From an optimization exercise on the open Yosys and OpenROAD flow, aimed at small area, a short achievable clock period and few clock cycles; shortcuts taken in it are not production practice.
Where RTL was checked, it was by simulation tests only, not by an equivalence proof against the original.
Power and IR drop assume default switching activity.

==> flow/design.v <==
module ram_dp_async_read
#(parameter WIDTH = 8,
  parameter DEPTH = 16,
  parameter DEPTH_LOG = $clog2(DEPTH))
(
 input clk,
 input wr_n,
 input [DEPTH_LOG-1:0] addr_wr,
 input [DEPTH_LOG-1:0] addr_rd,
 input [WIDTH-1:0] data_wr,
 output [WIDTH-1:0] data_rd
);
    reg [WIDTH-1:0] ram [0:DEPTH-1];
    always @(posedge clk) begin
        if(wr_n) begin
            ram[addr_wr] <= data_wr;
        end
    end
    assign data_rd = ram[addr_rd];
endmodule
module rd_inv(input a, output y);
    assign y = ~a;
endmodule
module rd_nand2(input a, input b, output y);
    assign y = ~(a & b);
endmodule
module rd_nor2(input a, input b, output y);
    assign y = ~(a | b);
endmodule
module rd_aoi22(input a1, input a2, input b1, input b2, output y);
    assign y = ~((a1 & a2) | (b1 & b2));
endmodule
module top_fsm(
        input clk,
        input rst_n,
        input        ram_in_we,
        input [4 :0] ram_in_addr_wr,
        input [7 :0] ram_in_data_wr,
        input [3 :0] ram_out_addr_rd,
        output [15:0] ram_out_data_rd,
        input opmode_in,
        output reg done_out
);
    reg [7:0] ram_in [0:31];
    reg [15:0] ram_out [0:15];
    integer i;
    always @(posedge clk) begin
        if (ram_in_we)
            ram_in[ram_in_addr_wr] <= ram_in_data_wr;
    end
    always @(posedge clk) begin
        if (opmode_in)
            for (i = 0; i < 16; i = i + 1)
                ram_out[i] <= {ram_in[2*i], ram_in[2*i+1]};
    end
    wire [3:0]  a = ram_out_addr_rd;
    wire [3:0]  an;
    wire [3:0]  pre_lo_n, pre_hi_n;
    wire [15:0] sel;
    genvar k, b, p;
    generate
        for (k = 0; k < 4; k = k + 1) begin : g_inv
            rd_inv u_inv (.a(a[k]), .y(an[k]));
        end
        for (k = 0; k < 4; k = k + 1) begin : g_pre
            rd_nand2 u_lo (.a(k[1] ? a[1] : an[1]), .b(k[0] ? a[0] : an[0]), .y(pre_lo_n[k]));
            rd_nand2 u_hi (.a(k[1] ? a[3] : an[3]), .b(k[0] ? a[2] : an[2]), .y(pre_hi_n[k]));
        end
        for (k = 0; k < 16; k = k + 1) begin : g_sel
            rd_nor2 u_sel (.a(pre_hi_n[k / 4]), .b(pre_lo_n[k % 4]), .y(sel[k]));
        end
        for (b = 0; b < 16; b = b + 1) begin : g_bit
            wire [7:0] pair_n;
            wire [3:0] quad;
            wire [1:0] half_n;
            for (p = 0; p < 8; p = p + 1) begin : g_pair
                rd_aoi22 u_pair (.a1(sel[2*p]),   .a2(ram_out[2*p][b]),
                                 .b1(sel[2*p+1]), .b2(ram_out[2*p+1][b]),
                                 .y(pair_n[p]));
            end
            for (p = 0; p < 4; p = p + 1) begin : g_quad
                rd_nand2 u_quad (.a(pair_n[2*p]), .b(pair_n[2*p+1]), .y(quad[p]));
            end
            for (p = 0; p < 2; p = p + 1) begin : g_half
                rd_nor2 u_half (.a(quad[2*p]), .b(quad[2*p+1]), .y(half_n[p]));
            end
            rd_nand2 u_out (.a(half_n[0]), .b(half_n[1]), .y(ram_out_data_rd[b]));
        end
    endgenerate
    always @(posedge clk or negedge rst_n) begin
        if (!rst_n)
            done_out <= 1'b0;
        else if (opmode_in)
            done_out <= 1'b1;
    end
endmodule
clock: 4.5 ns
lec_check: 0
cap_margin: 20
core_margin: 2
core_utilization: 75
cts_cluster_diameter: 80
cts_cluster_size: 30
setup_slack_margin: 1.5
slew_margin: 20
synth_hierarchical: 1
run.sh (not shown) runs the stock make flow with config.mk's settings and CLKGATE_MAP_FILE= SYNTH_SCRIPT=/design/flow/synth_recipe.tcl, a recipe that flattens the netlist after the stock synthesis.
Testbench counts at the start, summed over its fixed seeds: cycles 5,207.
Rerun with:
==> flow/design.v (replaced) <==
module ram_dp_async_read
#(parameter WIDTH = 8,
  parameter DEPTH = 16,
  parameter DEPTH_LOG = $clog2(DEPTH))
(
 input clk,
 input wr_n,
 input [DEPTH_LOG-1:0] addr_wr,
 input [DEPTH_LOG-1:0] addr_rd,
 input [WIDTH-1:0] data_wr,
 output [WIDTH-1:0] data_rd
);
    reg [WIDTH-1:0] ram [0:DEPTH-1];
    always @(posedge clk) begin
        if(wr_n) begin
            ram[addr_wr] <= data_wr;
        end
    end
    assign data_rd = ram[addr_rd];
endmodule
module dec4to16(
        input  [3:0]  a,
        output [15:0] y
);
    genvar k;
    generate
        for (k = 0; k < 16; k = k + 1) begin : g_dec
            assign y[k] = (a == k);
        end
    endgenerate
endmodule
module andor16(
        input  [15:0] s,
        input  [15:0] d,
        output        y
);
    assign y = |(s & d);
endmodule
module top_fsm(
        input clk,
        input rst_n,
        input        ram_in_we,
        input [4 :0] ram_in_addr_wr,
        input [7 :0] ram_in_data_wr,
        input [3 :0] ram_out_addr_rd,
        output [15:0] ram_out_data_rd,
        input opmode_in,
        output reg done_out
);
    reg [7:0] ram_in [0:31];
    reg [15:0] ram_out [0:15];
    integer i;
    always @(posedge clk) begin
        if (ram_in_we)
            ram_in[ram_in_addr_wr] <= ram_in_data_wr;
    end
    always @(posedge clk) begin
        if (opmode_in)
            for (i = 0; i < 16; i = i + 1)
                ram_out[i] <= {ram_in[2*i], ram_in[2*i+1]};
    end
    wire [15:0] sel;
    dec4to16 u_dec (.a(ram_out_addr_rd), .y(sel));
    genvar b, w;
    generate
        for (b = 0; b < 16; b = b + 1) begin : g_bit
            wire [15:0] col;
            for (w = 0; w < 16; w = w + 1) begin : g_word
                assign col[w] = ram_out[w][b];
            end
            andor16 u_bit (.s(sel), .d(col), .y(ram_out_data_rd[b]));
        end
    endgenerate
    always @(posedge clk or negedge rst_n) begin
        if (!rst_n)
            done_out <= 1'b0;
        else if (opmode_in)
            done_out <= 1'b1;
    end
endmodule
Outcome: Synthesized cell count drops by roughly a tenth. Power barely changes. Utilization decreases by 0.56 points. Design area fell slightly. Wire length increases by a few percent. Global-route usage came out higher by 1.6 points. Worst setup slack degrades by 230 ps. Clock power barely changes. Combinational power stays flat. Sequential share of layout area is higher by 0.95 points. Worst hold slack got worse by 15 ps. Non-clock buffer count decreases by 3.
The RTL of the second run of this note was laid out without a check of its function.

[port drivers added, routing unchanged]
The results above use ideal ports. As a check the final layouts listed here were re-extracted and re-timed, cells and wires unchanged. Step 1 sets driving cells, clkbuf_16 on the clock port and buf_2 on the other inputs (assumed; they add their load-dependent delay and slew). Step 2 adds t to the input delays and takes it off the output delays; t is the mean of the earliest and latest rising clock arrival at the registers after step 1. Input paths then give back, and output paths get back, about the clock's delay inside the block. a / b / c = ideal / step 1 / step 2; a / b = the first two.
run	shift t [ns]	setup slack, ns	worst hold slack (ns)	worst setup path at the end
the first run	0.589	1.340 / 1.268 / 1.145	0.422 / 0.422 / 0.422	input to register
the second run	0.585	1.114 / 1.069 / 1.069	0.407 / 0.407 / 0.407	input to output
After both steps every run listed still meets setup and hold. The setup slack of the first run, which loses most, moves by -0.072 ns with the drivers and by -0.195 ns with both steps.
